From an optimization exercise on the open Yosys and OpenROAD flow, aimed at small area, a short achievable clock period and few clock cycles per item; shortcuts taken in it are not production practice. No functional check of the RTL was part of any run shown here. No activity file was given, so power comes from the tool's default toggle rates.

==> flow/design.v (outline; a module is shown in full before it is edited, if it fits) <==
// module Convolution_without_pipeline: 1407 lines
// module fa3: 4 lines
// module xnor2m: 3 lines
// module xor2m: 3 lines
// module or2m: 3 lines
// module nor2m: 3 lines
// module nand2m: 3 lines
// module invm: 3 lines
// module a21oim: 3 lines
// module o21aim: 3 lines
// module a21boim: 3 lines
// module o21baim: 3 lines
// module nand2bm: 3 lines
module Convolution_without_pipeline(
    clk, rst_n, in_valid,
    In_IFM_1, In_IFM_2, In_IFM_3, In_IFM_4, In_IFM_5, In_IFM_6, In_IFM_7, In_IFM_8, In_IFM_9,
    In_Weight_1, In_Weight_2, In_Weight_3, In_Weight_4, In_Weight_5, In_Weight_6, In_Weight_7, In_Weight_8, In_Weight_9,
    out_valid, Out_OFM
    );
  // ...
==> flow/flow/run.sh <==
#!/bin/bash
# Own flow: the standard flow (standard.sh) with its synthesis unchanged.
# The layout steps only differ in two ways:
#  * the delay cells (clkdlybuf4s*, dlygate*, dlymetal*) are not used, so the
#    port buffers and the resizer use ordinary buffers instead;
#  * buffer_ports uses buf_2 for the port buffers.
set -euo pipefail
bash standard.sh synth > synth.log 2>&1
PLATFORM_DONT_USE="sky130_fd_sc_hd__probe_p_8 sky130_fd_sc_hd__probec_p_8 sky130_fd_sc_hd__lpflow_bleeder_1 sky130_fd_sc_hd__lpflow_clkbufkapwr_1 sky130_fd_sc_hd__lpflow_clkbufkapwr_16 sky130_fd_sc_hd__lpflow_clkbufkapwr_2 sky130_fd_sc_hd__lpflow_clkbufkapwr_4 sky130_fd_sc_hd__lpflow_clkbufkapwr_8 sky130_fd_sc_hd__lpflow_clkinvkapwr_1 sky130_fd_sc_hd__lpflow_clkinvkapwr_16 sky130_fd_sc_hd__lpflow_clkinvkapwr_2 sky130_fd_sc_hd__lpflow_clkinvkapwr_4 sky130_fd_sc_hd__lpflow_clkinvkapwr_8 sky130_fd_sc_hd__lpflow_decapkapwr_12 sky130_fd_sc_hd__lpflow_decapkapwr_3 sky130_fd_sc_hd__lpflow_decapkapwr_4 sky130_fd_sc_hd__lpflow_decapkapwr_6 sky130_fd_sc_hd__lpflow_decapkapwr_8 sky130_fd_sc_hd__lpflow_inputiso0n_1 sky130_fd_sc_hd__lpflow_inputiso0p_1 sky130_fd_sc_hd__lpflow_inputiso1n_1 sky130_fd_sc_hd__lpflow_inputiso1p_1 sky130_fd_sc_hd__lpflow_inputisolatch_1 sky130_fd_sc_hd__lpflow_isobufsrc_1 sky130_fd_sc_hd__lpflow_isobufsrc_16 sky130_fd_sc_hd__lpflow_isobufsrc_2 sky130_fd_sc_hd__lpflow_isobufsrc_4 sky130_fd_sc_hd__lpflow_isobufsrc_8 sky130_fd_sc_hd__lpflow_isobufsrckapwr_16 sky130_fd_sc_hd__lpflow_lsbuf_lh_hl_isowell_tap_1 sky130_fd_sc_hd__lpflow_lsbuf_lh_hl_isowell_tap_2 sky130_fd_sc_hd__lpflow_lsbuf_lh_hl_isowell_tap_4 sky130_fd_sc_hd__lpflow_lsbuf_lh_isowell_4 sky130_fd_sc_hd__lpflow_lsbuf_lh_isowell_tap_1 sky130_fd_sc_hd__lpflow_lsbuf_lh_isowell_tap_2 sky130_fd_sc_hd__lpflow_lsbuf_lh_isowell_tap_4"
DELAY_CELLS="sky130_fd_sc_hd__clkdlybuf4s15_1 sky130_fd_sc_hd__clkdlybuf4s15_2 sky130_fd_sc_hd__clkdlybuf4s18_1 sky130_fd_sc_hd__clkdlybuf4s18_2 sky130_fd_sc_hd__clkdlybuf4s25_1 sky130_fd_sc_hd__clkdlybuf4s25_2 sky130_fd_sc_hd__clkdlybuf4s50_1 sky130_fd_sc_hd__clkdlybuf4s50_2 sky130_fd_sc_hd__dlygate4sd1_1 sky130_fd_sc_hd__dlygate4sd2_1 sky130_fd_sc_hd__dlygate4sd3_1 sky130_fd_sc_hd__dlymetal6s2s_1 sky130_fd_sc_hd__dlymetal6s4s_1 sky130_fd_sc_hd__dlymetal6s6s_1"
bash standard.sh "DONT_USE_CELLS=$PLATFORM_DONT_USE $DELAY_CELLS" \
  "BUFFER_PORTS_ARGS=-buffer_cell sky130_fd_sc_hd__buf_2" finish > layout.log 2>&1
==> flow/standard.sh <==
#!/bin/bash
# synth_recipe.tcl (not shown) runs the flow's synth.tcl, then flattens the netlist and writes it again
# the make line also repeats each setting of config.mk as NAME=value (left out here)
make -C /OpenROAD-flow-scripts/flow DESIGN_CONFIG=/design/flow/config.mk WORK_HOME=/design/flow/orfs CLKGATE_MAP_FILE= SYNTH_SCRIPT=/design/flow/synth_recipe.tcl "${@:-finish}"
==> flow/config.mk <==
export PLATFORM = sky130hd
export DESIGN_NAME = Convolution_without_pipeline
export DESIGN_NICKNAME = Convolution_without_pipeline
export VERILOG_FILES = /design/flow/design.v
export SDC_FILE = /design/flow/constraint.sdc
export NUM_CORES = 4
export LEC_CHECK = 0
export CAP_MARGIN = 20
export CORE_MARGIN = 2
export CORE_UTILIZATION = 40
export SETUP_SLACK_MARGIN = 4.4
export SLEW_MARGIN = 20
export SYNTH_HIERARCHICAL = 1
export SYNTH_MINIMUM_KEEP_SIZE = 0
==> flow/constraint.sdc <==
create_clock -name core_clock -period 10.0 [get_ports {clk}]
set_input_delay 2.0000 -clock core_clock [delete_from_list [all_inputs] [get_ports {clk}]]
set_output_delay 2.0000 -clock core_clock [all_outputs]
set_load 0.01 [all_outputs]
==> flow_metrics.env, run 1 <==
export IMPL_crit_top_cell="fa_2"
export IMPL_die_h_um=208
export IMPL_final_cell_mix="nand2_1 (573), fa_1 (524), buf_2 (150)"
export IMPL_first_global_vias=11700
export IMPL_postSynthAreaPerCell_um2=11.6
export IMPL_path_clk_slew_ps=90
export IMPL_multi_input_area_um2=13900
export IMPL_setup_worst_path_end="Out_OFM[15]"
export IMPL_tritoncts="yes"
export IMPL_finalCritPeriodShare_pct=55.9
export IMPL_final_clk_cell_share_pct=0.915
export IMPL_root_buffer="clkbuf_16"
export IMPL_setup_viol=0
export IMPL_p_clk_mw=0.186
export IMPL_met2WireLength_um=23600
export IMPL_cp_data_required_time_ps=8000
export IMPL_seq_share_pct=6.46
export IMPL_vias=10600
export IMPL_maxCapViolCount=0
export IMPL_grt_usage_pct=23.8
export IMPL_wl_per_cell_um=25.0
export IMPL_crit_arrival_ps=3590
export IMPL_status="no timing/DRC/antenna violations"
export IMPL_internal_power_mw=3.45
export IMPL_multi_input_gates=1209
export IMPL_p_sw_share_pct=52.1
export IMPL_synth_cell_type_count=16
export IMPL_diodes=3
export IMPL_tap_cells=532
==> run 2, diff against run 1 <==
--- a/flow/design.v
+++ b/flow/design.v
@@ -48,87 +48,88 @@
 wire c66, c67, c68, c69, c7, c70, c71, c72, c73, c74, c75, c76, c77, c78, c79, c8;
 wire c80, c81, c82, c83, c84, c85, c86, c87, c88, c89, c9, c90, c91, c92, c93, c94;
 wire c95, c96, c97, c98, c99, n550_0, n551_0, n552_0, n553_0, n554_0, n555_0, n556_0, n557_0, n558_0, n559_0, n560_0;
 wire n561_0, n562_0, n563_0, n564_0, n565_0, n566_0, n567_0, n568_0, n569_0, n570_0, n571_0, n572_0, n573_0, n574_0, n575_0, n576_0;
 wire n577_0, n578_0, n579_0, n580_0, n581_0, n582_0, n583_0, n584_0, n585_0, n586_0, n587_0, n588_0, n589_0, n590_0, n591_0, n592_0;
 wire n593_0, n594_0, n595_0, n596_0, n597_0, n598_0, n599_0, n600_0, n601_0, n602_0, n603_0, n604_0, n605_0, n606_0, n607_0, n608_0;
 wire n609_0, n610_0, n611_0, n612_0, n613_0, n614_0, n615_0, n616_0, n617_0, n618_0, n619_0, n620_0, n621_0, n622_0, n623_0, n624_0;
 wire n625_0, n626_0, n627_0, n628_0, n629_0, n630_0, n631_0, n632_0, n633_0, n634_0, n635_0, n636_0, n637_0, n638_0, n639_0, n640_0;
-wire n641_0, n642_0, n643_0, p1_0_0, p1_0_1, p1_0_2, p1_0_3, p1_0_4, p1_0_5, p1_0_6, p1_0_7, p1_1_0, p1_1_1, p1_1_2, p1_1_3, p1_1_4;
-wire p1_1_5, p1_1_6, p1_1_7, p1_2_0, p1_2_1, p1_2_2, p1_2_3, p1_2_4, p1_2_5, p1_2_6, p1_2_7, p1_3_0, p1_3_1, p1_3_2, p1_3_3, p1_3_4;
-wire p1_3_5, p1_3_6, p1_3_7, p1_4_0, p1_4_1, p1_4_2, p1_4_3, p1_4_4, p1_4_5, p1_4_6, p1_4_7, p1_5_0, p1_5_1, p1_5_2, p1_5_3, p1_5_4;
-wire p1_5_5, p1_5_6, p1_5_7, p1_6_0, p1_6_1, p1_6_2, p1_6_3, p1_6_4, p1_6_5, p1_6_6, p1_6_7, p1_7_0, p1_7_1, p1_7_2, p1_7_3, p1_7_4;
-wire p1_7_5, p1_7_6, p1_7_7, p2_0_0, p2_0_1, p2_0_2, p2_0_3, p2_0_4, p2_0_5, p2_0_6, p2_0_7, p2_1_0, p2_1_1, p2_1_2, p2_1_3, p2_1_4;
-wire p2_1_5, p2_1_6, p2_1_7, p2_2_0, p2_2_1, p2_2_2, p2_2_3, p2_2_4, p2_2_5, p2_2_6, p2_2_7, p2_3_0, p2_3_1, p2_3_2, p2_3_3, p2_3_4;
-wire p2_3_5, p2_3_6, p2_3_7, p2_4_0, p2_4_1, p2_4_2, p2_4_3, p2_4_4, p2_4_5, p2_4_6, p2_4_7, p2_5_0, p2_5_1, p2_5_2, p2_5_3, p2_5_4;
-wire p2_5_5, p2_5_6, p2_5_7, p2_6_0, p2_6_1, p2_6_2, p2_6_3, p2_6_4, p2_6_5, p2_6_6, p2_6_7, p2_7_0, p2_7_1, p2_7_2, p2_7_3, p2_7_4;
-wire p2_7_5, p2_7_6, p2_7_7, p3_0_0, p3_0_1, p3_0_2, p3_0_3, p3_0_4, p3_0_5, p3_0_6, p3_0_7, p3_1_0, p3_1_1, p3_1_2, p3_1_3, p3_1_4;
-wire p3_1_5, p3_1_6, p3_1_7, p3_2_0, p3_2_1, p3_2_2, p3_2_3, p3_2_4, p3_2_5, p3_2_6, p3_2_7, p3_3_0, p3_3_1, p3_3_2, p3_3_3, p3_3_4;
-wire p3_3_5, p3_3_6, p3_3_7, p3_4_0, p3_4_1, p3_4_2, p3_4_3, p3_4_4, p3_4_5, p3_4_6, p3_4_7, p3_5_0, p3_5_1, p3_5_2, p3_5_3, p3_5_4;
-wire p3_5_5, p3_5_6, p3_5_7, p3_6_0, p3_6_1, p3_6_2, p3_6_3, p3_6_4, p3_6_5, p3_6_6, p3_6_7, p3_7_0, p3_7_1, p3_7_2, p3_7_3, p3_7_4;
-wire p3_7_5, p3_7_6, p3_7_7, p4_0_0, p4_0_1, p4_0_2, p4_0_3, p4_0_4, p4_0_5, p4_0_6, p4_0_7, p4_1_0, p4_1_1, p4_1_2, p4_1_3, p4_1_4;
-wire p4_1_5, p4_1_6, p4_1_7, p4_2_0, p4_2_1, p4_2_2, p4_2_3, p4_2_4, p4_2_5, p4_2_6, p4_2_7, p4_3_0, p4_3_1, p4_3_2, p4_3_3, p4_3_4;
-wire p4_3_5, p4_3_6, p4_3_7, p4_4_0, p4_4_1, p4_4_2, p4_4_3, p4_4_4, p4_4_5, p4_4_6, p4_4_7, p4_5_0, p4_5_1, p4_5_2, p4_5_3, p4_5_4;
-wire p4_5_5, p4_5_6, p4_5_7, p4_6_0, p4_6_1, p4_6_2, p4_6_3, p4_6_4, p4_6_5, p4_6_6, p4_6_7, p4_7_0, p4_7_1, p4_7_2, p4_7_3, p4_7_4;
-wire p4_7_5, p4_7_6, p4_7_7, p5_0_0, p5_0_1, p5_0_2, p5_0_3, p5_0_4, p5_0_5, p5_0_6, p5_0_7, p5_1_0, p5_1_1, p5_1_2, p5_1_3, p5_1_4;
-wire p5_1_5, p5_1_6, p5_1_7, p5_2_0, p5_2_1, p5_2_2, p5_2_3, p5_2_4, p5_2_5, p5_2_6, p5_2_7, p5_3_0, p5_3_1, p5_3_2, p5_3_3, p5_3_4;
-wire p5_3_5, p5_3_6, p5_3_7, p5_4_0, p5_4_1, p5_4_2, p5_4_3, p5_4_4, p5_4_5, p5_4_6, p5_4_7, p5_5_0, p5_5_1, p5_5_2, p5_5_3, p5_5_4;
-wire p5_5_5, p5_5_6, p5_5_7, p5_6_0, p5_6_1, p5_6_2, p5_6_3, p5_6_4, p5_6_5, p5_6_6, p5_6_7, p5_7_0, p5_7_1, p5_7_2, p5_7_3, p5_7_4;
-wire p5_7_5, p5_7_6, p5_7_7, p6_0_0, p6_0_1, p6_0_2, p6_0_3, p6_0_4, p6_0_5, p6_0_6, p6_0_7, p6_1_0, p6_1_1, p6_1_2, p6_1_3, p6_1_4;
-wire p6_1_5, p6_1_6, p6_1_7, p6_2_0, p6_2_1, p6_2_2, p6_2_3, p6_2_4, p6_2_5, p6_2_6, p6_2_7, p6_3_0, p6_3_1, p6_3_2, p6_3_3, p6_3_4;
-wire p6_3_5, p6_3_6, p6_3_7, p6_4_0, p6_4_1, p6_4_2, p6_4_3, p6_4_4, p6_4_5, p6_4_6, p6_4_7, p6_5_0, p6_5_1, p6_5_2, p6_5_3, p6_5_4;
-wire p6_5_5, p6_5_6, p6_5_7, p6_6_0, p6_6_1, p6_6_2, p6_6_3, p6_6_4, p6_6_5, p6_6_6, p6_6_7, p6_7_0, p6_7_1, p6_7_2, p6_7_3, p6_7_4;
-wire p6_7_5, p6_7_6, p6_7_7, p7_0_0, p7_0_1, p7_0_2, p7_0_3, p7_0_4, p7_0_5, p7_0_6, p7_0_7, p7_1_0, p7_1_1, p7_1_2, p7_1_3, p7_1_4;
-wire p7_1_5, p7_1_6, p7_1_7, p7_2_0, p7_2_1, p7_2_2, p7_2_3, p7_2_4, p7_2_5, p7_2_6, p7_2_7, p7_3_0, p7_3_1, p7_3_2, p7_3_3, p7_3_4;
-wire p7_3_5, p7_3_6, p7_3_7, p7_4_0, p7_4_1, p7_4_2, p7_4_3, p7_4_4, p7_4_5, p7_4_6, p7_4_7, p7_5_0, p7_5_1, p7_5_2, p7_5_3, p7_5_4;
-wire p7_5_5, p7_5_6, p7_5_7, p7_6_0, p7_6_1, p7_6_2, p7_6_3, p7_6_4, p7_6_5, p7_6_6, p7_6_7, p7_7_0, p7_7_1, p7_7_2, p7_7_3, p7_7_4;
-wire p7_7_5, p7_7_6, p7_7_7, p8_0_0, p8_0_1, p8_0_2, p8_0_3, p8_0_4, p8_0_5, p8_0_6, p8_0_7, p8_1_0, p8_1_1, p8_1_2, p8_1_3, p8_1_4;
-wire p8_1_5, p8_1_6, p8_1_7, p8_2_0, p8_2_1, p8_2_2, p8_2_3, p8_2_4, p8_2_5, p8_2_6, p8_2_7, p8_3_0, p8_3_1, p8_3_2, p8_3_3, p8_3_4;
-wire p8_3_5, p8_3_6, p8_3_7, p8_4_0, p8_4_1, p8_4_2, p8_4_3, p8_4_4, p8_4_5, p8_4_6, p8_4_7, p8_5_0, p8_5_1, p8_5_2, p8_5_3, p8_5_4;
-wire p8_5_5, p8_5_6, p8_5_7, p8_6_0, p8_6_1, p8_6_2, p8_6_3, p8_6_4, p8_6_5, p8_6_6, p8_6_7, p8_7_0, p8_7_1, p8_7_2, p8_7_3, p8_7_4;
-wire p8_7_5, p8_7_6, p8_7_7, p9_0_0, p9_0_1, p9_0_2, p9_0_3, p9_0_4, p9_0_5, p9_0_6, p9_0_7, p9_1_0, p9_1_1, p9_1_2, p9_1_3, p9_1_4;
-wire p9_1_5, p9_1_6, p9_1_7, p9_2_0, p9_2_1, p9_2_2, p9_2_3, p9_2_4, p9_2_5, p9_2_6, p9_2_7, p9_3_0, p9_3_1, p9_3_2, p9_3_3, p9_3_4;
-wire p9_3_5, p9_3_6, p9_3_7, p9_4_0, p9_4_1, p9_4_2, p9_4_3, p9_4_4, p9_4_5, p9_4_6, p9_4_7, p9_5_0, p9_5_1, p9_5_2, p9_5_3, p9_5_4;
-wire p9_5_5, p9_5_6, p9_5_7, p9_6_0, p9_6_1, p9_6_2, p9_6_3, p9_6_4, p9_6_5, p9_6_6, p9_6_7, p9_7_0, p9_7_1, p9_7_2, p9_7_3, p9_7_4;
-wire p9_7_5, p9_7_6, p9_7_7, s1, s10, s100, s101, s102, s103, s104, s105, s106, s107, s108, s109, s11;
-wire s110, s111, s112, s113, s114, s115, s116, s117, s118, s119, s12, s120, s121, s122, s123, s124;
-wire s125, s126, s127, s128, s129, s13, s130, s131, s132, s133, s134, s135, s136, s137, s138, s139;
-wire s14, s140, s141, s142, s143, s144, s145, s146, s147, s148, s149, s15, s150, s151, s152, s153;
-wire s154, s155, s156, s157, s158, s159, s16, s160, s161, s162, s163, s164, s165, s166, s167, s168;
-wire s169, s17, s170, s171, s172, s173, s174, s175, s176, s177, s178, s179, s18, s180, s181, s182;
-wire s183, s184, s185, s186, s187, s188, s189, s19, s190, s191, s192, s193, s194, s195, s196, s197;
-wire s198, s199, s2, s20, s200, s201, s202, s203, s204, s205, s206, s207, s208, s209, s21, s210;
-wire s211, s212, s213, s214, s215, s216, s217, s218, s219, s22, s220, s221, s222, s223, s224, s225;
-wire s226, s227, s228, s229, s23, s230, s231, s232, s233, s234, s235, s236, s237, s238, s239, s24;
-wire s240, s241, s242, s243, s244, s245, s246, s247, s248, s249, s25, s250, s251, s252, s253, s254;
-wire s255, s256, s257, s258, s259, s26, s260, s261, s262, s263, s264, s265, s266, s267, s268, s269;
-wire s27, s270, s271, s272, s273, s274, s275, s276, s277, s278, s279, s28, s280, s281, s282, s283;
-wire s284, s285, s286, s287, s288, s289, s29, s290, s291, s292, s293, s294, s295, s296, s297, s298;
-wire s299, s3, s30, s300, s301, s302, s303, s304, s305, s306, s307, s308, s309, s31, s310, s311;
-wire s312, s313, s314, s315, s316, s317, s318, s319, s32, s320, s321, s322, s323, s324, s325, s326;
-wire s327, s328, s329, s33, s330, s331, s332, s333, s334, s335, s336, s337, s338, s339, s34, s340;
-wire s341, s342, s343, s344, s345, s346, s347, s348, s349, s35, s350, s351, s352, s353, s354, s355;
-wire s356, s357, s358, s359, s36, s360, s361, s362, s363, s364, s365, s366, s367, s368, s369, s37;
-wire s370, s371, s372, s373, s374, s375, s376, s377, s378, s379, s38, s380, s381, s382, s383, s384;
-wire s385, s386, s387, s388, s389, s39, s390, s391, s392, s393, s394, s395, s396, s397, s398, s399;
-wire s4, s40, s400, s401, s402, s403, s404, s405, s406, s407, s408, s409, s41, s410, s411, s412;
-wire s413, s414, s415, s416, s417, s418, s419, s42, s420, s421, s422, s423, s424, s425, s426, s427;
-wire s428, s429, s43, s430, s431, s432, s433, s434, s435, s436, s437, s438, s439, s44, s440, s441;
-wire s442, s443, s444, s445, s446, s447, s448, s449, s45, s450, s451, s452, s453, s454, s455, s456;
-wire s457, s458, s459, s46, s460, s461, s462, s463, s464, s465, s466, s467, s468, s469, s47, s470;
-wire s471, s472, s473, s474, s475, s476, s477, s478, s479, s48, s480, s481, s482, s483, s484, s485;
-wire s486, s487, s488, s489, s49, s490, s491, s492, s493, s494, s495, s496, s497, s498, s499, s5;
-wire s50, s500, s501, s502, s503, s504, s505, s506, s507, s508, s509, s51, s510, s511, s512, s513;
-wire s514, s515, s516, s517, s518, s519, s52, s520, s521, s522, s523, s524, s525, s526, s527, s528;
-wire s529, s53, s530, s531, s532, s533, s534, s535, s536, s537, s538, s539, s54, s540, s541, s542;
-wire s543, s544, s545, s546, s547, s548, s549, s55, s56, s57, s58, s59, s6, s60, s61, s62;
-wire s63, s64, s65, s66, s67, s68, s69, s7, s70, s71, s72, s73, s74, s75, s76, s77;
-wire s78, s79, s8, s80, s81, s82, s83, s84, s85, s86, s87, s88, s89, s9, s90, s91;
-wire s92, s93, s94, s95, s96, s97, s98, s99;
+wire n641_0, n642_0, n643_0, n644_0, n645_0, n646_0, n647_0, n648_0, n649_0, n650_0, n651_0, n652_0, n653_0, n654_0, n655_0, n656_0;
+wire n657_0, p1_0_0, p1_0_1, p1_0_2, p1_0_3, p1_0_4, p1_0_5, p1_0_6, p1_0_7, p1_1_0, p1_1_1, p1_1_2, p1_1_3, p1_1_4, p1_1_5, p1_1_6;
+wire p1_1_7, p1_2_0, p1_2_1, p1_2_2, p1_2_3, p1_2_4, p1_2_5, p1_2_6, p1_2_7, p1_3_0, p1_3_1, p1_3_2, p1_3_3, p1_3_4, p1_3_5, p1_3_6;
+wire p1_3_7, p1_4_0, p1_4_1, p1_4_2, p1_4_3, p1_4_4, p1_4_5, p1_4_6, p1_4_7, p1_5_0, p1_5_1, p1_5_2, p1_5_3, p1_5_4, p1_5_5, p1_5_6;
+wire p1_5_7, p1_6_0, p1_6_1, p1_6_2, p1_6_3, p1_6_4, p1_6_5, p1_6_6, p1_6_7, p1_7_0, p1_7_1, p1_7_2, p1_7_3, p1_7_4, p1_7_5, p1_7_6;
+wire p1_7_7, p2_0_0, p2_0_1, p2_0_2, p2_0_3, p2_0_4, p2_0_5, p2_0_6, p2_0_7, p2_1_0, p2_1_1, p2_1_2, p2_1_3, p2_1_4, p2_1_5, p2_1_6;
+wire p2_1_7, p2_2_0, p2_2_1, p2_2_2, p2_2_3, p2_2_4, p2_2_5, p2_2_6, p2_2_7, p2_3_0, p2_3_1, p2_3_2, p2_3_3, p2_3_4, p2_3_5, p2_3_6;
+wire p2_3_7, p2_4_0, p2_4_1, p2_4_2, p2_4_3, p2_4_4, p2_4_5, p2_4_6, p2_4_7, p2_5_0, p2_5_1, p2_5_2, p2_5_3, p2_5_4, p2_5_5, p2_5_6;
+wire p2_5_7, p2_6_0, p2_6_1, p2_6_2, p2_6_3, p2_6_4, p2_6_5, p2_6_6, p2_6_7, p2_7_0, p2_7_1, p2_7_2, p2_7_3, p2_7_4, p2_7_5, p2_7_6;
+wire p2_7_7, p3_0_0, p3_0_1, p3_0_2, p3_0_3, p3_0_4, p3_0_5, p3_0_6, p3_0_7, p3_1_0, p3_1_1, p3_1_2, p3_1_3, p3_1_4, p3_1_5, p3_1_6;
+wire p3_1_7, p3_2_0, p3_2_1, p3_2_2, p3_2_3, p3_2_4, p3_2_5, p3_2_6, p3_2_7, p3_3_0, p3_3_1, p3_3_2, p3_3_3, p3_3_4, p3_3_5, p3_3_6;
+wire p3_3_7, p3_4_0, p3_4_1, p3_4_2, p3_4_3, p3_4_4, p3_4_5, p3_4_6, p3_4_7, p3_5_0, p3_5_1, p3_5_2, p3_5_3, p3_5_4, p3_5_5, p3_5_6;
+wire p3_5_7, p3_6_0, p3_6_1, p3_6_2, p3_6_3, p3_6_4, p3_6_5, p3_6_6, p3_6_7, p3_7_0, p3_7_1, p3_7_2, p3_7_3, p3_7_4, p3_7_5, p3_7_6;
+wire p3_7_7, p4_0_0, p4_0_1, p4_0_2, p4_0_3, p4_0_4, p4_0_5, p4_0_6, p4_0_7, p4_1_0, p4_1_1, p4_1_2, p4_1_3, p4_1_4, p4_1_5, p4_1_6;
+wire p4_1_7, p4_2_0, p4_2_1, p4_2_2, p4_2_3, p4_2_4, p4_2_5, p4_2_6, p4_2_7, p4_3_0, p4_3_1, p4_3_2, p4_3_3, p4_3_4, p4_3_5, p4_3_6;
+wire p4_3_7, p4_4_0, p4_4_1, p4_4_2, p4_4_3, p4_4_4, p4_4_5, p4_4_6, p4_4_7, p4_5_0, p4_5_1, p4_5_2, p4_5_3, p4_5_4, p4_5_5, p4_5_6;
+wire p4_5_7, p4_6_0, p4_6_1, p4_6_2, p4_6_3, p4_6_4, p4_6_5, p4_6_6, p4_6_7, p4_7_0, p4_7_1, p4_7_2, p4_7_3, p4_7_4, p4_7_5, p4_7_6;
+wire p4_7_7, p5_0_0, p5_0_1, p5_0_2, p5_0_3, p5_0_4, p5_0_5, p5_0_6, p5_0_7, p5_1_0, p5_1_1, p5_1_2, p5_1_3, p5_1_4, p5_1_5, p5_1_6;
+wire p5_1_7, p5_2_0, p5_2_1, p5_2_2, p5_2_3, p5_2_4, p5_2_5, p5_2_6, p5_2_7, p5_3_0, p5_3_1, p5_3_2, p5_3_3, p5_3_4, p5_3_5, p5_3_6;
+wire p5_3_7, p5_4_0, p5_4_1, p5_4_2, p5_4_3, p5_4_4, p5_4_5, p5_4_6, p5_4_7, p5_5_0, p5_5_1, p5_5_2, p5_5_3, p5_5_4, p5_5_5, p5_5_6;
+wire p5_5_7, p5_6_0, p5_6_1, p5_6_2, p5_6_3, p5_6_4, p5_6_5, p5_6_6, p5_6_7, p5_7_0, p5_7_1, p5_7_2, p5_7_3, p5_7_4, p5_7_5, p5_7_6;
+wire p5_7_7, p6_0_0, p6_0_1, p6_0_2, p6_0_3, p6_0_4, p6_0_5, p6_0_6, p6_0_7, p6_1_0, p6_1_1, p6_1_2, p6_1_3, p6_1_4, p6_1_5, p6_1_6;
+wire p6_1_7, p6_2_0, p6_2_1, p6_2_2, p6_2_3, p6_2_4, p6_2_5, p6_2_6, p6_2_7, p6_3_0, p6_3_1, p6_3_2, p6_3_3, p6_3_4, p6_3_5, p6_3_6;
+wire p6_3_7, p6_4_0, p6_4_1, p6_4_2, p6_4_3, p6_4_4, p6_4_5, p6_4_6, p6_4_7, p6_5_0, p6_5_1, p6_5_2, p6_5_3, p6_5_4, p6_5_5, p6_5_6;
+wire p6_5_7, p6_6_0, p6_6_1, p6_6_2, p6_6_3, p6_6_4, p6_6_5, p6_6_6, p6_6_7, p6_7_0, p6_7_1, p6_7_2, p6_7_3, p6_7_4, p6_7_5, p6_7_6;
+wire p6_7_7, p7_0_0, p7_0_1, p7_0_2, p7_0_3, p7_0_4, p7_0_5, p7_0_6, p7_0_7, p7_1_0, p7_1_1, p7_1_2, p7_1_3, p7_1_4, p7_1_5, p7_1_6;
+wire p7_1_7, p7_2_0, p7_2_1, p7_2_2, p7_2_3, p7_2_4, p7_2_5, p7_2_6, p7_2_7, p7_3_0, p7_3_1, p7_3_2, p7_3_3, p7_3_4, p7_3_5, p7_3_6;
+wire p7_3_7, p7_4_0, p7_4_1, p7_4_2, p7_4_3, p7_4_4, p7_4_5, p7_4_6, p7_4_7, p7_5_0, p7_5_1, p7_5_2, p7_5_3, p7_5_4, p7_5_5, p7_5_6;
+wire p7_5_7, p7_6_0, p7_6_1, p7_6_2, p7_6_3, p7_6_4, p7_6_5, p7_6_6, p7_6_7, p7_7_0, p7_7_1, p7_7_2, p7_7_3, p7_7_4, p7_7_5, p7_7_6;
+wire p7_7_7, p8_0_0, p8_0_1, p8_0_2, p8_0_3, p8_0_4, p8_0_5, p8_0_6, p8_0_7, p8_1_0, p8_1_1, p8_1_2, p8_1_3, p8_1_4, p8_1_5, p8_1_6;
+wire p8_1_7, p8_2_0, p8_2_1, p8_2_2, p8_2_3, p8_2_4, p8_2_5, p8_2_6, p8_2_7, p8_3_0, p8_3_1, p8_3_2, p8_3_3, p8_3_4, p8_3_5, p8_3_6;
+wire p8_3_7, p8_4_0, p8_4_1, p8_4_2, p8_4_3, p8_4_4, p8_4_5, p8_4_6, p8_4_7, p8_5_0, p8_5_1, p8_5_2, p8_5_3, p8_5_4, p8_5_5, p8_5_6;
+wire p8_5_7, p8_6_0, p8_6_1, p8_6_2, p8_6_3, p8_6_4, p8_6_5, p8_6_6, p8_6_7, p8_7_0, p8_7_1, p8_7_2, p8_7_3, p8_7_4, p8_7_5, p8_7_6;
+wire p8_7_7, p9_0_0, p9_0_1, p9_0_2, p9_0_3, p9_0_4, p9_0_5, p9_0_6, p9_0_7, p9_1_0, p9_1_1, p9_1_2, p9_1_3, p9_1_4, p9_1_5, p9_1_6;
+wire p9_1_7, p9_2_0, p9_2_1, p9_2_2, p9_2_3, p9_2_4, p9_2_5, p9_2_6, p9_2_7, p9_3_0, p9_3_1, p9_3_2, p9_3_3, p9_3_4, p9_3_5, p9_3_6;
+wire p9_3_7, p9_4_0, p9_4_1, p9_4_2, p9_4_3, p9_4_4, p9_4_5, p9_4_6, p9_4_7, p9_5_0, p9_5_1, p9_5_2, p9_5_3, p9_5_4, p9_5_5, p9_5_6;
+wire p9_5_7, p9_6_0, p9_6_1, p9_6_2, p9_6_3, p9_6_4, p9_6_5, p9_6_6, p9_6_7, p9_7_0, p9_7_1, p9_7_2, p9_7_3, p9_7_4, p9_7_5, p9_7_6;
+wire p9_7_7, s1, s10, s100, s101, s102, s103, s104, s105, s106, s107, s108, s109, s11, s110, s111;
+wire s112, s113, s114, s115, s116, s117, s118, s119, s12, s120, s121, s122, s123, s124, s125, s126;
+wire s127, s128, s129, s13, s130, s131, s132, s133, s134, s135, s136, s137, s138, s139, s14, s140;
+wire s141, s142, s143, s144, s145, s146, s147, s148, s149, s15, s150, s151, s152, s153, s154, s155;
+wire s156, s157, s158, s159, s16, s160, s161, s162, s163, s164, s165, s166, s167, s168, s169, s17;
+wire s170, s171, s172, s173, s174, s175, s176, s177, s178, s179, s18, s180, s181, s182, s183, s184;
+wire s185, s186, s187, s188, s189, s19, s190, s191, s192, s193, s194, s195, s196, s197, s198, s199;
+wire s2, s20, s200, s201, s202, s203, s204, s205, s206, s207, s208, s209, s21, s210, s211, s212;
+wire s213, s214, s215, s216, s217, s218, s219, s22, s220, s221, s222, s223, s224, s225, s226, s227;
+wire s228, s229, s23, s230, s231, s232, s233, s234, s235, s236, s237, s238, s239, s24, s240, s241;
+wire s242, s243, s244, s245, s246, s247, s248, s249, s25, s250, s251, s252, s253, s254, s255, s256;
+wire s257, s258, s259, s26, s260, s261, s262, s263, s264, s265, s266, s267, s268, s269, s27, s270;
+wire s271, s272, s273, s274, s275, s276, s277, s278, s279, s28, s280, s281, s282, s283, s284, s285;
+wire s286, s287, s288, s289, s29, s290, s291, s292, s293, s294, s295, s296, s297, s298, s299, s3;
+wire s30, s300, s301, s302, s303, s304, s305, s306, s307, s308, s309, s31, s310, s311, s312, s313;
+wire s314, s315, s316, s317, s318, s319, s32, s320, s321, s322, s323, s324, s325, s326, s327, s328;
+wire s329, s33, s330, s331, s332, s333, s334, s335, s336, s337, s338, s339, s34, s340, s341, s342;
+wire s343, s344, s345, s346, s347, s348, s349, s35, s350, s351, s352, s353, s354, s355, s356, s357;
+wire s358, s359, s36, s360, s361, s362, s363, s364, s365, s366, s367, s368, s369, s37, s370, s371;
+wire s372, s373, s374, s375, s376, s377, s378, s379, s38, s380, s381, s382, s383, s384, s385, s386;
+wire s387, s388, s389, s39, s390, s391, s392, s393, s394, s395, s396, s397, s398, s399, s4, s40;
+wire s400, s401, s402, s403, s404, s405, s406, s407, s408, s409, s41, s410, s411, s412, s413, s414;
+wire s415, s416, s417, s418, s419, s42, s420, s421, s422, s423, s424, s425, s426, s427, s428, s429;
+wire s43, s430, s431, s432, s433, s434, s435, s436, s437, s438, s439, s44, s440, s441, s442, s443;
+wire s444, s445, s446, s447, s448, s449, s45, s450, s451, s452, s453, s454, s455, s456, s457, s458;
+wire s459, s46, s460, s461, s462, s463, s464, s465, s466, s467, s468, s469, s47, s470, s471, s472;
+wire s473, s474, s475, s476, s477, s478, s479, s48, s480, s481, s482, s483, s484, s485, s486, s487;
+wire s488, s489, s49, s490, s491, s492, s493, s494, s495, s496, s497, s498, s499, s5, s50, s500;
+wire s501, s502, s503, s504, s505, s506, s507, s508, s509, s51, s510, s511, s512, s513, s514, s515;
+wire s516, s517, s518, s519, s52, s520, s521, s522, s523, s524, s525, s526, s527, s528, s529, s53;
+wire s530, s531, s532, s533, s534, s535, s536, s537, s538, s539, s54, s540, s541, s542, s543, s544;
+wire s545, s546, s547, s548, s549, s55, s56, s57, s58, s59, s6, s60, s61, s62, s63, s64;
+wire s65, s66, s67, s68, s69, s7, s70, s71, s72, s73, s74, s75, s76, s77, s78, s79;
+wire s8, s80, s81, s82, s83, s84, s85, s86, s87, s88, s89, s9, s90, s91, s92, s93;
+wire s94, s95, s96, s97, s98, s99;
 assign p1_0_0 = ~(In_IFM_1[0] & In_Weight_1[0]);
 assign p1_0_1 = ~(In_IFM_1[0] & In_Weight_1[1]);
 assign p1_0_2 = ~(In_IFM_1[0] & In_Weight_1[2]);
 assign p1_0_3 = ~(In_IFM_1[0] & In_Weight_1[3]);
 assign p1_0_4 = ~(In_IFM_1[0] & In_Weight_1[4]);
 assign p1_0_5 = ~(In_IFM_1[0] & In_Weight_1[5]);
 assign p1_0_6 = ~(In_IFM_1[0] & In_Weight_1[6]);
 assign p1_0_7 = ~(In_IFM_1[0] & In_Weight_1[7]);
@@ -1100,16 +1101,18 @@
 fa3 u_fa511 (.a(s506), .b(s507), .c(s508), .s(s512), .co(c512));
 fa3 u_fa529 (.a(c507), .b(c508), .c(s526), .s(s530), .co(c530));
 fa3 u_fa539 (.a(c526), .b(c527), .c(c528), .s(s540), .co(c540));
 fa3 u_fa448 (.a(s441), .b(s442), .c(c398), .s(s449), .co(c449));
 fa3 u_fa356 (.a(c294), .b(c295), .c(s346), .s(s357), .co(c357));
 fa3 u_fa530 (.a(s527), .b(s528), .c(c509), .s(s531), .co(c531));
 fa3 u_fa354 (.a(s345), .b(c289), .c(c290), .s(s355), .co(c355));
 fa3 u_fa407 (.a(c352), .b(s398), .c(s399), .s(s408), .co(c408));
+xor2m u_xo549 (.a(s13), .b(s14), .y(n550_0));
+nor2m u_no550 (.a(s13), .b(s14), .y(n551_0));
 fa3 u_fa30 (.a(s27), .b(s28), .c(c14), .s(s31), .co(c31));
 fa3 u_fa55 (.a(c29), .b(c30), .c(s52), .s(s56), .co(c56));
 fa3 u_fa87 (.a(s82), .b(c52), .c(c53), .s(s88), .co(c88));
 fa3 u_fa128 (.a(s121), .b(s122), .c(c83), .s(s129), .co(c129));
 fa3 u_fa56 (.a(s53), .b(s54), .c(s55), .s(s57), .co(c57));
 fa3 u_fa88 (.a(s83), .b(c54), .c(c55), .s(s89), .co(c89));
 fa3 u_fa129 (.a(c84), .b(c85), .c(s123), .s(s130), .co(c130));
 fa3 u_fa89 (.a(s84), .b(s85), .c(s86), .s(s90), .co(c90));
@@ -1183,19 +1186,24 @@
 fa3 u_fa489 (.a(c451), .b(c452), .c(c453), .s(s490), .co(c490));
 fa3 u_fa515 (.a(c485), .b(c486), .c(c487), .s(s516), .co(c516));
 fa3 u_fa490 (.a(s486), .b(s487), .c(s488), .s(s491), .co(c491));
 fa3 u_fa516 (.a(s513), .b(s514), .c(c488), .s(s517), .co(c517));
 fa3 u_fa533 (.a(c513), .b(c514), .c(s532), .s(s534), .co(c534));
 fa3 u_fa541 (.a(s540), .b(c531), .c(c532), .s(s542), .co(c542));
 fa3 u_fa545 (.a(c539), .b(c540), .c(c541), .s(s546), .co(c546));
 fa3 u_fa456 (.a(s452), .b(s453), .c(c411), .s(s457), .co(c457));
+xnor2m u_xn566 (.a(s32), .b(n551_0), .y(n567_0));
+invm u_in567 (.a(s32), .y(n568_0));
+invm u_in570 (.a(s32), .y(n571_0));
 fa3 u_fa134 (.a(s131), .b(s132), .c(c91), .s(s135), .co(c135));
 fa3 u_fa186 (.a(s183), .b(s184), .c(c133), .s(s187), .co(c187));
 fa3 u_fa246 (.a(s241), .b(c184), .c(s242), .s(s247), .co(c247));
+xor2m u_xo551 (.a(c32), .b(s58), .y(n552_0));
+nor2m u_no552 (.a(c32), .b(s58), .y(n553_0));
 fa3 u_fa92 (.a(s91), .b(c58), .c(s92), .s(s93), .co(c93));
 fa3 u_fa135 (.a(s133), .b(c92), .c(s134), .s(s136), .co(c136));
 fa3 u_fa247 (.a(s243), .b(s244), .c(c185), .s(s248), .co(c248));
 fa3 u_fa187 (.a(c134), .b(s185), .c(s186), .s(s188), .co(c188));
 fa3 u_fa308 (.a(s304), .b(c245), .c(s305), .s(s309), .co(c309));
 fa3 u_fa364 (.a(s359), .b(s360), .c(c305), .s(s365), .co(c365));
 fa3 u_fa248 (.a(s245), .b(c186), .c(s246), .s(s249), .co(c249));
 fa3 u_fa414 (.a(s410), .b(c361), .c(s411), .s(s415), .co(c415));
@@ -1206,40 +1214,40 @@
 fa3 u_fa416 (.a(c364), .b(s413), .c(s414), .s(s417), .co(c417));
 fa3 u_fa458 (.a(s455), .b(c414), .c(s456), .s(s459), .co(c459));
 fa3 u_fa491 (.a(c454), .b(c455), .c(s489), .s(s492), .co(c492));
 fa3 u_fa517 (.a(s515), .b(c489), .c(c490), .s(s518), .co(c518));
 fa3 u_fa534 (.a(c515), .b(c516), .c(s533), .s(s535), .co(c535));
 fa3 u_fa518 (.a(s516), .b(c491), .c(s517), .s(s519), .co(c519));
 fa3 u_fa542 (.a(s541), .b(c533), .c(s542), .s(s543), .co(c543));
 fa3 u_fa492 (.a(c456), .b(s490), .c(c457), .s(s493), .co(c493));
+nand2m u_na568 (.a(n568_0), .b(n551_0), .y(n569_0));
 fa3 u_fa309 (.a(c246), .b(s306), .c(c247), .s(s310), .co(c310));
+nand2m u_na571 (.a(n552_0), .b(n571_0), .y(n572_0));
 fa3 u_fa188 (.a(c135), .b(s187), .c(c136), .s(s189), .co(c189));
 fa3 u_fa249 (.a(c187), .b(s247), .c(s248), .s(s250), .co(c250));
 fa3 u_fa310 (.a(s307), .b(s308), .c(c248), .s(s311), .co(c311));
 fa3 u_fa367 (.a(s364), .b(c309), .c(s365), .s(s368), .co(c368));
 fa3 u_fa417 (.a(c365), .b(s415), .c(c366), .s(s418), .co(c418));
 fa3 u_fa459 (.a(c415), .b(s457), .c(c416), .s(s460), .co(c460));
 fa3 u_fa493 (.a(s491), .b(c458), .c(s492), .s(s494), .co(c494));
 fa3 u_fa535 (.a(c517), .b(s534), .c(c518), .s(s536), .co(c536));
 fa3 u_fa543 (.a(c534), .b(c535), .c(s543), .s(s544), .co(c544));
 fa3 u_fa546 (.a(c542), .b(s546), .c(c543), .s(s547), .co(c547));
 fa3 u_fa519 (.a(c492), .b(s518), .c(c493), .s(s520), .co(c520));
-reg r_s4, r_s13, r_s14, r_s32, r_c32, r_s58, r_s93, r_c93, r_s135, r_s136, r_s188, r_c188;
-reg r_s189, r_c189, r_s249, r_c249, r_s250, r_c250, r_s309, r_s310, r_c310, r_s311, r_c311, r_s366;
-reg r_s367, r_c367, r_s368, r_c368, r_s416, r_s417, r_c417, r_s418, r_c418, r_s458, r_s459, r_c459;
-reg r_s460, r_c460, r_s493, r_s494, r_c494, r_s519, r_c519, r_s520, r_c520, r_s535, r_s536, r_c536;
-reg r_s544, r_c544, r_c546, r_s547, r_c547;
+xnor2m u_xn569 (.a(n552_0), .b(n569_0), .y(n570_0));
+invm u_in572 (.a(n572_0), .y(n573_0));
+a21oim u_a2573 (.a(n553_0), .b(n573_0), .c(n551_0), .y(n574_0));
+reg r_s4, r_s93, r_c93, r_s135, r_s136, r_s188, r_c188, r_s189, r_c189, r_s249, r_c249, r_s250;
+reg r_c250, r_s309, r_s310, r_c310, r_s311, r_c311, r_s366, r_s367, r_c367, r_s368, r_c368, r_s416;
+reg r_s417, r_c417, r_s418, r_c418, r_s458, r_s459, r_c459, r_s460, r_c460, r_s493, r_s494, r_c494;
+reg r_s519, r_c519, r_s520, r_c520, r_s535, r_s536, r_c536, r_s544, r_c544, r_c546, r_s547, r_c547;
+reg r_n550_0, r_n567_0, r_n570_0, r_n574_0;
 always @(posedge clk) begin
     r_s4 <= s4;
-    r_s13 <= s13;
-    r_s14 <= s14;
-    r_s32 <= s32;
-    r_c32 <= c32;
-    r_s58 <= s58;
     r_s93 <= s93;
     r_c93 <= c93;
     r_s135 <= s135;
     r_s136 <= s136;
     r_s188 <= s188;
     r_c188 <= c188;
     r_s189 <= s189;
     r_c189 <= c189;
@@ -1277,146 +1285,155 @@
     r_s535 <= s535;
     r_s536 <= s536;
     r_c536 <= c536;
     r_s544 <= s544;
     r_c544 <= c544;
     r_c546 <= c546;
     r_s547 <= s547;
     r_c547 <= c547;
+    r_n550_0 <= n550_0;
+    r_n567_0 <= n567_0;
+    r_n570_0 <= n570_0;
+    r_n574_0 <= n574_0;
 end
 invm u_in565 (.a(r_s4), .y(n566_0));
-xor2m u_xo549 (.a(r_s13), .b(r_s14), .y(n550_0));
-nor2m u_no550 (.a(r_s13), .b(r_s14), .y(n551_0));
-invm u_in578 (.a(n551_0), .y(n579_0));
-xnor2m u_xn566 (.a(r_s32), .b(n551_0), .y(n567_0));
-nand2bm u_na567 (.a(r_s32), .b(n551_0), .y(n568_0));
-xor2m u_xo551 (.a(r_c32), .b(r_s58), .y(n552_0));
-nor2m u_no552 (.a(r_c32), .b(r_s58), .y(n553_0));
-xnor2m u_xn568 (.a(n552_0), .b(n568_0), .y(n569_0));
-nand2bm u_na569 (.a(r_s32), .b(n552_0), .y(n570_0));
 fa3 u_fa136 (.a(r_s135), .b(r_c93), .c(r_s136), .s(s137), .co(c137));
 fa3 u_fa418 (.a(r_c367), .b(r_s416), .c(r_s417), .s(s419), .co(c419));
 fa3 u_fa460 (.a(r_s458), .b(r_c417), .c(r_s459), .s(s461), .co(c461));
 fa3 u_fa311 (.a(r_s309), .b(r_c249), .c(r_s310), .s(s312), .co(c312));
 fa3 u_fa368 (.a(r_c310), .b(r_s366), .c(r_s367), .s(s369), .co(c369));
-invm u_in570 (.a(n570_0), .y(n571_0));
-nor2m u_no575 (.a(s137), .b(r_s93), .y(n576_0));
+nor2m u_no577 (.a(s137), .b(r_s93), .y(n578_0));
 fa3 u_fa189 (.a(r_s188), .b(r_s189), .c(c137), .s(s190), .co(c190));
 fa3 u_fa250 (.a(r_c188), .b(r_s249), .c(r_c189), .s(s251), .co(c251));
 fa3 u_fa494 (.a(r_c459), .b(r_s493), .c(r_c460), .s(s495), .co(c495));
 fa3 u_fa461 (.a(r_c418), .b(r_s460), .c(c419), .s(s462), .co(c462));
 fa3 u_fa536 (.a(r_s535), .b(r_c519), .c(r_s536), .s(s537), .co(c537));
 fa3 u_fa520 (.a(r_s519), .b(r_c494), .c(r_s520), .s(s521), .co(c521));
 fa3 u_fa312 (.a(r_c250), .b(r_s311), .c(s312), .s(s313), .co(c313));
 fa3 u_fa369 (.a(r_c311), .b(r_s368), .c(c312), .s(s370), .co(c370));
 fa3 u_fa419 (.a(r_c368), .b(r_s418), .c(c369), .s(s420), .co(c420));
-a21oim u_a2571 (.a(n553_0), .b(n571_0), .c(n551_0), .y(n572_0));
-nand2m u_na576 (.a(n576_0), .b(n553_0), .y(n577_0));
-nand2bm u_na577 (.a(n570_0), .b(n576_0), .y(n578_0));
+invm u_in581 (.a(s190), .y(n582_0));
 fa3 u_fa251 (.a(r_s250), .b(s251), .c(c190), .s(s252), .co(c252));
 fa3 u_fa495 (.a(r_s494), .b(c461), .c(s495), .s(s496), .co(c496));
 fa3 u_fa544 (.a(r_c536), .b(r_s544), .c(c537), .s(s545), .co(c545));
 fa3 u_fa537 (.a(r_c520), .b(s537), .c(c521), .s(s538), .co(c538));
 fa3 u_fa370 (.a(s369), .b(c313), .c(s370), .s(s371), .co(c371));
 fa3 u_fa420 (.a(s419), .b(c370), .c(s420), .s(s421), .co(c421));
 fa3 u_fa462 (.a(s461), .b(c420), .c(s462), .s(s463), .co(c463));
-xor2m u_xo572 (.a(r_s93), .b(n572_0), .y(n573_0));
-nor2m u_no573 (.a(r_s93), .b(n572_0), .y(n574_0));
-o21aim u_o2579 (.a(n577_0), .b(n578_0), .c(n579_0), .y(n580_0));
-nor2m u_no583 (.a(s252), .b(s190), .y(n584_0));
+xor2m u_xo574 (.a(r_s93), .b(r_n574_0), .y(n575_0));
+nor2m u_no575 (.a(r_s93), .b(r_n574_0), .y(n576_0));
+invm u_in578 (.a(r_n574_0), .y(n579_0));
+nand2m u_na582 (.a(n582_0), .b(n578_0), .y(n583_0));
+nor2m u_no585 (.a(s252), .b(s190), .y(n586_0));
 fa3 u_fa313 (.a(c251), .b(s313), .c(c252), .s(s314), .co(c314));
 fa3 u_fa521 (.a(c495), .b(s521), .c(c496), .s(s522), .co(c522));
 fa3 u_fa547 (.a(r_c544), .b(r_s547), .c(c545), .s(s548), .co(c548));
 xor2m u_xo563 (.a(c538), .b(s545), .y(n564_0));
 nor2m u_no564 (.a(c538), .b(s545), .y(n565_0));
 xor2m u_xo555 (.a(c371), .b(s421), .y(n556_0));
 nor2m u_no556 (.a(c371), .b(s421), .y(n557_0));
 xor2m u_xo557 (.a(c421), .b(s463), .y(n558_0));
 nor2m u_no558 (.a(c421), .b(s463), .y(n559_0));
 fa3 u_fa496 (.a(c462), .b(s496), .c(c463), .s(s497), .co(c497));
-xnor2m u_xn574 (.a(s137), .b(n574_0), .y(n575_0));
-xnor2m u_xn580 (.a(s190), .b(n580_0), .y(n581_0));
-nand2bm u_na581 (.a(s190), .b(n580_0), .y(n582_0));
-invm u_in613 (.a(n580_0), .y(n614_0));
-nand2m u_na584 (.a(n584_0), .b(n576_0), .y(n585_0));
+xnor2m u_xn576 (.a(s137), .b(n576_0), .y(n577_0));
+nand2m u_na579 (.a(n578_0), .b(n579_0), .y(n580_0));
+nor2m u_no583 (.a(n583_0), .b(r_n574_0), .y(n584_0));
+nand2m u_na586 (.a(n586_0), .b(n578_0), .y(n587_0));
+invm u_in589 (.a(s314), .y(n590_0));
+invm u_in592 (.a(s314), .y(n593_0));
 xor2m u_xo553 (.a(c314), .b(s371), .y(n554_0));
 nor2m u_no554 (.a(c314), .b(s371), .y(n555_0));
 xor2m u_xo561 (.a(c522), .b(s538), .y(n562_0));
 nor2m u_no562 (.a(c522), .b(s538), .y(n563_0));
+invm u_in646 (.a(s548), .y(n647_0));
 fa3 u_fa548 (.a(r_c546), .b(r_c547), .c(c548), .s(s549), .co(c549));
-nand2m u_na599 (.a(n558_0), .b(n556_0), .y(n600_0));
-a21oim u_a2598 (.a(n559_0), .b(n558_0), .c(n557_0), .y(n599_0));
+nand2m u_na604 (.a(n558_0), .b(n556_0), .y(n605_0));
+a21oim u_a2603 (.a(n559_0), .b(n558_0), .c(n557_0), .y(n604_0));
+invm u_in610 (.a(s497), .y(n611_0));
+invm u_in612 (.a(s497), .y(n613_0));
+invm u_in617 (.a(s497), .y(n618_0));
 xor2m u_xo559 (.a(c497), .b(s522), .y(n560_0));
 nor2m u_no560 (.a(c497), .b(s522), .y(n561_0));
-xor2m u_xo582 (.a(s252), .b(n582_0), .y(n583_0));
-nor2m u_no585 (.a(n585_0), .b(n572_0), .y(n586_0));
-nand2bm u_na589 (.a(s314), .b(n554_0), .y(n590_0));
-invm u_in600 (.a(n555_0), .y(n601_0));
-nand2m u_na619 (.a(n564_0), .b(n562_0), .y(n620_0));
-a21oim u_a2618 (.a(n565_0), .b(n564_0), .c(n563_0), .y(n619_0));
-nor2m u_no630 (.a(s549), .b(s548), .y(n631_0));
-nand2bm u_na608 (.a(s497), .b(n560_0), .y(n609_0));
-invm u_in620 (.a(n561_0), .y(n621_0));
-xnor2m u_xn586 (.a(s314), .b(n586_0), .y(n587_0));
-nand2bm u_na587 (.a(s314), .b(n586_0), .y(n588_0));
-invm u_in625 (.a(n586_0), .y(n626_0));
-nand2bm u_na590 (.a(n590_0), .b(n584_0), .y(n591_0));
-nor2m u_no602 (.a(n600_0), .b(n590_0), .y(n603_0));
-o21aim u_o2601 (.a(n599_0), .b(n600_0), .c(n601_0), .y(n602_0));
-nand2bm u_na631 (.a(n619_0), .b(n631_0), .y(n632_0));
-nand2bm u_na632 (.a(n620_0), .b(n631_0), .y(n633_0));
-o21baim u_o2609 (.a(n561_0), .b(n609_0), .c(n599_0), .y(n610_0));
-nor2m u_no610 (.a(n609_0), .b(n600_0), .y(n611_0));
-nor2m u_no622 (.a(n620_0), .b(n609_0), .y(n623_0));
-o21aim u_o2621 (.a(n619_0), .b(n620_0), .c(n621_0), .y(n622_0));
-xnor2m u_xn588 (.a(n554_0), .b(n588_0), .y(n589_0));
-o21baim u_o2591 (.a(n555_0), .b(n591_0), .c(n577_0), .y(n592_0));
-nor2m u_no592 (.a(n591_0), .b(n578_0), .y(n593_0));
-nand2bm u_na603 (.a(n585_0), .b(n603_0), .y(n604_0));
-invm u_in633 (.a(n610_0), .y(n634_0));
-a21oim u_a2611 (.a(n610_0), .b(n611_0), .c(n555_0), .y(n612_0));
-nand2bm u_na612 (.a(n591_0), .b(n611_0), .y(n613_0));
-nand2bm u_na635 (.a(n633_0), .b(n611_0), .y(n636_0));
-nand2m u_na624 (.a(n623_0), .b(n603_0), .y(n625_0));
-a21oim u_a2623 (.a(n622_0), .b(n623_0), .c(n602_0), .y(n624_0));
-a21oim u_a2593 (.a(n592_0), .b(n593_0), .c(n551_0), .y(n594_0));
-o21baim u_o2604 (.a(n602_0), .b(n604_0), .c(n572_0), .y(n605_0));
-o21aim u_o2634 (.a(n632_0), .b(n633_0), .c(n634_0), .y(n635_0));
-o21aim u_o2614 (.a(n612_0), .b(n613_0), .c(n614_0), .y(n615_0));
-invm u_in636 (.a(n636_0), .y(n637_0));
-o21aim u_o2626 (.a(n624_0), .b(n625_0), .c(n626_0), .y(n627_0));
-xnor2m u_xn594 (.a(n556_0), .b(n594_0), .y(n595_0));
-invm u_in595 (.a(n594_0), .y(n596_0));
-xnor2m u_xn605 (.a(s497), .b(n605_0), .y(n606_0));
-nand2bm u_na606 (.a(s497), .b(n605_0), .y(n607_0));
-xor2m u_xo615 (.a(n562_0), .b(n615_0), .y(n616_0));
-a21oim u_a2616 (.a(n563_0), .b(n562_0), .c(n615_0), .y(n617_0));
-a21oim u_a2637 (.a(n635_0), .b(n637_0), .c(n592_0), .y(n638_0));
-nand2m u_na638 (.a(n637_0), .b(n593_0), .y(n639_0));
-xnor2m u_xn627 (.a(s548), .b(n627_0), .y(n628_0));
-nand2bm u_na628 (.a(s548), .b(n627_0), .y(n629_0));
-a21oim u_a2596 (.a(n557_0), .b(n556_0), .c(n596_0), .y(n597_0));
-xnor2m u_xn607 (.a(n560_0), .b(n607_0), .y(n608_0));
-xnor2m u_xn617 (.a(n564_0), .b(n617_0), .y(n618_0));
-o21aim u_o2639 (.a(n638_0), .b(n639_0), .c(n579_0), .y(n640_0));
-xor2m u_xo629 (.a(s549), .b(n629_0), .y(n630_0));
-xnor2m u_xn597 (.a(n558_0), .b(n597_0), .y(n598_0));
-xnor2m u_xn640 (.a(c549), .b(n640_0), .y(n641_0));
-nand2bm u_na641 (.a(c549), .b(n640_0), .y(n642_0));
-invm u_in642 (.a(n642_0), .y(n643_0));
-assign Out_OFM = {1'b0, n643_0, n641_0, n630_0, n628_0, n618_0, n616_0, n608_0, n606_0, n598_0, n595_0, n589_0, n587_0, n583_0, n581_0, n575_0, n573_0, n569_0, n567_0, n550_0, n566_0};
+xor2m u_xo580 (.a(s190), .b(n580_0), .y(n581_0));
+xnor2m u_xn584 (.a(s252), .b(n584_0), .y(n585_0));
+nor2m u_no587 (.a(n587_0), .b(r_n574_0), .y(n588_0));
+nand2m u_na593 (.a(n554_0), .b(n593_0), .y(n594_0));
+a21oim u_a2597 (.a(n557_0), .b(n556_0), .c(n555_0), .y(n598_0));
+invm u_in605 (.a(n555_0), .y(n606_0));
+nand2m u_na637 (.a(n564_0), .b(n562_0), .y(n638_0));
+a21oim u_a2636 (.a(n565_0), .b(n564_0), .c(n563_0), .y(n637_0));
+nor2m u_no649 (.a(s549), .b(s548), .y(n650_0));
+invm u_in652 (.a(c549), .y(n653_0));
+nand2m u_na618 (.a(n560_0), .b(n618_0), .y(n619_0));
+a21oim u_a2626 (.a(n563_0), .b(n562_0), .c(n561_0), .y(n627_0));
+invm u_in638 (.a(n561_0), .y(n639_0));
+xnor2m u_xn588 (.a(s314), .b(n588_0), .y(n589_0));
+nand2m u_na590 (.a(n590_0), .b(n588_0), .y(n591_0));
+invm u_in600 (.a(n588_0), .y(n601_0));
+invm u_in614 (.a(n588_0), .y(n615_0));
+invm u_in623 (.a(n588_0), .y(n624_0));
+invm u_in643 (.a(n588_0), .y(n644_0));
+invm u_in594 (.a(n594_0), .y(n595_0));
+invm u_in598 (.a(n594_0), .y(n599_0));
+nor2m u_no607 (.a(n605_0), .b(n594_0), .y(n608_0));
+o21aim u_o2606 (.a(n604_0), .b(n605_0), .c(n606_0), .y(n607_0));
+nand2m u_na653 (.a(n653_0), .b(n650_0), .y(n654_0));
+invm u_in619 (.a(n619_0), .y(n620_0));
+invm u_in621 (.a(n619_0), .y(n622_0));
+invm u_in627 (.a(n619_0), .y(n628_0));
+nor2m u_no640 (.a(n638_0), .b(n619_0), .y(n641_0));
+o21aim u_o2639 (.a(n637_0), .b(n638_0), .c(n639_0), .y(n640_0));
+xnor2m u_xn591 (.a(n554_0), .b(n591_0), .y(n592_0));
+a21oim u_a2595 (.a(n555_0), .b(n595_0), .c(n588_0), .y(n596_0));
+nand2m u_na599 (.a(n556_0), .b(n599_0), .y(n600_0));
+nand2m u_na613 (.a(n613_0), .b(n608_0), .y(n614_0));
+a21oim u_a2608 (.a(n607_0), .b(n608_0), .c(n588_0), .y(n609_0));
+nand2m u_na611 (.a(n611_0), .b(n607_0), .y(n612_0));
+invm u_in629 (.a(n607_0), .y(n630_0));
+invm u_in654 (.a(n654_0), .y(n655_0));
+a21oim u_a2620 (.a(n561_0), .b(n620_0), .c(n607_0), .y(n621_0));
+nand2m u_na622 (.a(n622_0), .b(n608_0), .y(n623_0));
+nand2m u_na628 (.a(n562_0), .b(n628_0), .y(n629_0));
+nand2m u_na642 (.a(n641_0), .b(n608_0), .y(n643_0));
+a21oim u_a2641 (.a(n640_0), .b(n641_0), .c(n607_0), .y(n642_0));
+xnor2m u_xn596 (.a(n556_0), .b(n596_0), .y(n597_0));
+o21aim u_o2601 (.a(n598_0), .b(n600_0), .c(n601_0), .y(n602_0));
+xor2m u_xo609 (.a(s497), .b(n609_0), .y(n610_0));
+o21aim u_o2615 (.a(n612_0), .b(n614_0), .c(n615_0), .y(n616_0));
+o21aim u_o2624 (.a(n621_0), .b(n623_0), .c(n624_0), .y(n625_0));
+o21aim u_o2630 (.a(n627_0), .b(n629_0), .c(n630_0), .y(n631_0));
+invm u_in631 (.a(n629_0), .y(n632_0));
+o21aim u_o2644 (.a(n642_0), .b(n643_0), .c(n644_0), .y(n645_0));
+xor2m u_xo602 (.a(n558_0), .b(n602_0), .y(n603_0));
+xor2m u_xo616 (.a(n560_0), .b(n616_0), .y(n617_0));
+xor2m u_xo625 (.a(n562_0), .b(n625_0), .y(n626_0));
+nand2m u_na632 (.a(n632_0), .b(n608_0), .y(n633_0));
+xnor2m u_xn645 (.a(s548), .b(n645_0), .y(n646_0));
+nand2m u_na647 (.a(n647_0), .b(n645_0), .y(n648_0));
+nand2m u_na650 (.a(n650_0), .b(n645_0), .y(n651_0));
+nand2m u_na655 (.a(n655_0), .b(n645_0), .y(n656_0));
+invm u_in633 (.a(n633_0), .y(n634_0));
+xor2m u_xo648 (.a(s549), .b(n648_0), .y(n649_0));
+xor2m u_xo651 (.a(c549), .b(n651_0), .y(n652_0));
+invm u_in656 (.a(n656_0), .y(n657_0));
+a21oim u_a2634 (.a(n631_0), .b(n634_0), .c(n588_0), .y(n635_0));
+xnor2m u_xn635 (.a(n564_0), .b(n635_0), .y(n636_0));
+assign Out_OFM = {1'b0, n657_0, n652_0, n649_0, n646_0, n636_0, n626_0, n617_0, n610_0, n603_0, n597_0, n592_0, n589_0, n585_0, n581_0, n577_0, n575_0, r_n570_0, r_n567_0, r_n550_0, n566_0};
 endmodule
 module fa3(input a, input b, input c, output s, output co);
 assign s = a ^ b ^ c;
 assign co = (a & b) | (a & c) | (b & c);
 endmodule
 module xnor2m(input a, input b, output y);
 assign y = ~(a ^ b);
 endmodule
+module maj3m(input a, input b, input c, output y);
+assign y = (a & b) | (a & c) | (b & c);
+endmodule
 module xor2m(input a, input b, output y);
 assign y = a ^ b;
 endmodule
 module or2m(input a, input b, output y);
 assign y = a | b;
 endmodule
 module nor2m(input a, input b, output y);
 assign y = ~(a | b);
@@ -1428,17 +1445,8 @@
 assign y = ~a;
 endmodule
 module a21oim(input a, input b, input c, output y);
 assign y = ~(a | (b & c));
 endmodule
 module o21aim(input a, input b, input c, output y);
 assign y = ~(a & (b | c));
 endmodule
-module a21boim(input a, input b, input c, output y);
-assign y = ~(~a | (b & c));
-endmodule
-module o21baim(input a, input b, input c, output y);
-assign y = ~(~a & (b | c));
-endmodule
-module nand2bm(input a, input b, output y);
-assign y = ~(~a & b);
-endmodule
--- a/flow/config.mk
+++ b/flow/config.mk
@@ -3,12 +3,13 @@
 export DESIGN_NICKNAME = Convolution_without_pipeline
 export VERILOG_FILES = /design/flow/design.v
 export SDC_FILE = /design/flow/constraint.sdc
 export NUM_CORES = 4
 export LEC_CHECK = 0
 export CAP_MARGIN = 20
 export CORE_MARGIN = 2
 export CORE_UTILIZATION = 40
+export GPL_ROUTABILITY_DRIVEN = 0
 export SETUP_SLACK_MARGIN = 4.4
 export SLEW_MARGIN = 20
 export SYNTH_HIERARCHICAL = 1
 export SYNTH_MINIMUM_KEEP_SIZE = 0
==> run 2 against run 1 <==
Net effect:
- sequential power fell by 1%
- critical path depth decreased by 3
- worst setup slack improved by 40 ps
- via count decreased by 0.41%
- die area about the same
- first-iteration DRC count decreased by 5.8%
- worst hold slack gained 13 ps
- synthesized cell count rose by 0.90%
- sequential share of layout area down 0.11 points
- area after synthesis about the same
- cell count up 0.55%
- final area fell by 0.12%
- critical path type is now input port to flip-flop
==> flow_metrics.env, run 2 <==
export IMPL_nFillCells=4010
export IMPL_first_pass_iters=5
export IMPL_initial_utilization_pct=40.6
export IMPL_synthTopCellsByCount="nand2_1 (589), fa_1 (549), buf_6 (144), dfxtp_1 (52), inv_1 (29)"
export IMPL_crit_fanout=8
export IMPL_met2WireLength_um=23600
export IMPL_ys_warn_count=7
export IMPL_async_flop_share_pct=1.89
export IMPL_drv_slew=0
export IMPL_max_freq_mhz=180
export IMPL_seq_area_um2=1070
export IMPL_first_global_vias=11800
export IMPL_cp_data_required_time_ps=10190
export IMPL_ys_ff_latch=53
export IMPL_syn_inst=1452
export IMPL_power_density_nw_per_um2=409
export IMPL_crit_type="input port to flip-flop"
export IMPL_ys_seq_area_share_pct=6.42
export IMPL_dp_hpwl_um=45100
export IMPL_finalWirelength_um=48600
export IMPL_wl_per_cell_um=24.3
export IMPL_end_kind="flip-flop"
export IMPL_die_area_um2=43200
export IMPL_cellLeakagePower_nw=5.87
export IMPL_grt_antenna_before_repair=0
export IMPL_crit_slowest_cell="fa_1"
export IMPL_yosys_area_top_type="fa_1"
export IMPL_crit_chain="buf_2 -> nand2_1 -> fa_1 -> fa_1 -> fa_2 -> fa_1 -> fa_1 -> fa_1 -> fa_1 -> fa_1"
export IMPL_netlist_top_cells_area="fa_1 (66%), nand2_1 (13%), buf_6 (9.8%)"
export IMPL_route_detailed_drc=0
export IMPL_tritoncts="yes"
export IMPL_core_um2=40900
export IMPL_crit_family="adder cells"
export IMPL_htree_levels=2
export IMPL_grt_pass1_wl_um=74900
export IMPL_antenna_left=0
export IMPL_placed_cell_area_um2=16300
export IMPL_multi_input_area_um2=13800
export IMPL_die_h_um=208
export IMPL_syn_area_um2=16600
export IMPL_drive_gt1_share_pct=16.2
export IMPL_status="no timing/DRC/antenna violations"
export IMPL_dieWidth_um=208
export IMPL_syn_nets=2148
export IMPL_critical_path_max_stage_delay_ps=450
export IMPL_drt_iter0_drc=1073
export IMPL_rows=74
export IMPL_final_util_pct=41.1
export IMPL_yosysMostFrequentCell="nand2_1"
export IMPL_cp_num_buf_inv=1
export IMPL_grt_usage_pct=23.7
export IMPL_diodes=0
export IMPL_synth_cell_type_count=14
export IMPL_numCtsBuffers=5
export IMPL_met3_length_um=4960
export IMPL_grt_max_degree=16
export IMPL_hold_class="input port to async pin"
export IMPL_postSynthAreaPerCell_um2=11.4
export IMPL_fin_nets=2167
export IMPL_mostFrequentLayoutCell="nand2_1"
export IMPL_crit_top_cell="fa_1"
export IMPL_ir_drop_v=0.000370
export IMPL_rsz0062_at_grt="false"
export IMPL_root_buffer="clkbuf_16"
export IMPL_grt_overflow=0
export IMPL_synth_top_area_share_pct=66.2
export IMPL_top_layer="met4"
export IMPL_maxCapViolCount=0
export IMPL_cts_sinks=53
export IMPL_finalCritPeriodShare_pct=55.5
export IMPL_final_cell_mix="nand2_1 (585), fa_1 (526), buf_2 (138)"
export IMPL_crit_path_start_kind="input port"
export IMPL_crit_arrival_ps=5730
export IMPL_hold_viol_final=0
export IMPL_setup_viol=0
export IMPL_drt_met1_wl_um=18700
export IMPL_final_area_um2=16800
export IMPL_port_buffers=167
export IMPL_fin_tns_setup_ps=0
export IMPL_cts_buffer_depth=2
export IMPL_pin_count=169
export IMPL_synth_ff_type="dfxtp_1"
export IMPL_path_clk_slew_ps=70
export IMPL_fin_hold_ws_ps=1440
export IMPL_postCtsHoldBufs=0
export IMPL_min_period_ps=5550
export IMPL_syn_to_final_growth_pct=1.18
export IMPL_vias_per_cell=5.28
export IMPL_vias=10600
export IMPL_synth_edff_count=0
-- run 2: cell types whose count changed after synthesis, moves of 3 or more --
cell and change:
inv_1 +18, nand2b_1 -16, nand2_1 +15, xnor2_1 -4, xor2_1 +4, o21bai_1 -3
-- run 2: layer usage --
metal  vias to the layer above  global-route usage [%]
li1                       4214                       -
met1                      5665                    33.6
met2                       654                    38.6
met3                        52                    3.78
met4                         0                    5.55
met5                         -                       0
-- run 2: per-module statistics from Yosys, one instance, submodules excluded --
module / times used / area [µm²] / flops+latches
Convolution_without_pipeline: 1 / 5030 / 53
a21oim: 10 / 8.76 / 0
fa3: 549 / 20.0 / 0
invm: 29 / 3.75 / 0
nand2m: 21 / 3.75 / 0
nor2m: 16 / 3.75 / 0
o21aim: 7 / 5.00 / 0
xnor2m: 9 / 8.76 / 0
xor2m: 16 / 8.76 / 0
-- run 2: final timing paths --
kind	from	end	cells after the start
setup / recovery	In_IFM_5[3]	r_s520$_DFF_P_	10
min in group core_clock	in_valid	out_valid$_DFF_PN0_	1
max in group asynchronous	rst_n	out_valid$_DFF_PN0_	1
hold / removal	rst_n	out_valid$_DFF_PN0_	1
-- run 2: cell families after synthesis --
logic type	after synthesis	share of synthesized area, %
AND/OR/NAND/NOR	613	14.0
adder cells (fa/ha/maj)	549	66.2
buffers and inverters	194	11.4
flip-flops	53	6.42
XOR/XNOR	25	1.32
AO/OA/AOI/OAI	17	0.738
other	1	0.0226
-- run 2: layout make-up --
class	count	area share [%]
Clock buffer	7	0.849
Clock inverter	1	0.179
Tap cell	532	3.96
Multi-Input combinational cell	1205	82.2
Inverter	29	0.648
Timing Repair Buffer	177	5.78
Sequential cell	53	6.35
-- run 2: through the flow --
| stage | std cells | setup WS [ps] | power (mW) |
|---|---|---|---|
| finish | 2004 | 4450 | 6.87 |
| global route | 2004 | 4400 | 7.61 |
| CTS | 1995 | 4410 | 6.70 |
| detailed placement | 1987 | 4040 | 6.25 |
| global placement | 1987 | 4030 | 6.15 |
| floorplan | 1452 | 4400 | 4.94 |
-- run 2: where the power goes --
part           internal, mW  switching [mW]
clock                 0.125          0.0819
combinational          2.71            3.46
sequential            0.426          0.0591
total                  3.26            3.60
-- run 2: timing repair --
action / in CTS / in global routing
gates resized for setup: 22 / 63
endpoints found under the hold margin: 0 / 0
setup buffers: 0 / 9
pin swaps: 0 / 14
endpoints found under the setup margin: 12 / 15

Setup slack of run 2, layout unchanged: 4.454 ns with ideal ports, 4.450 ns with driving cells assumed (clock clkbuf_16, inputs buf_2), 4.099 ns with port delays also shifted by the 0.351 ns mid clock arrival.
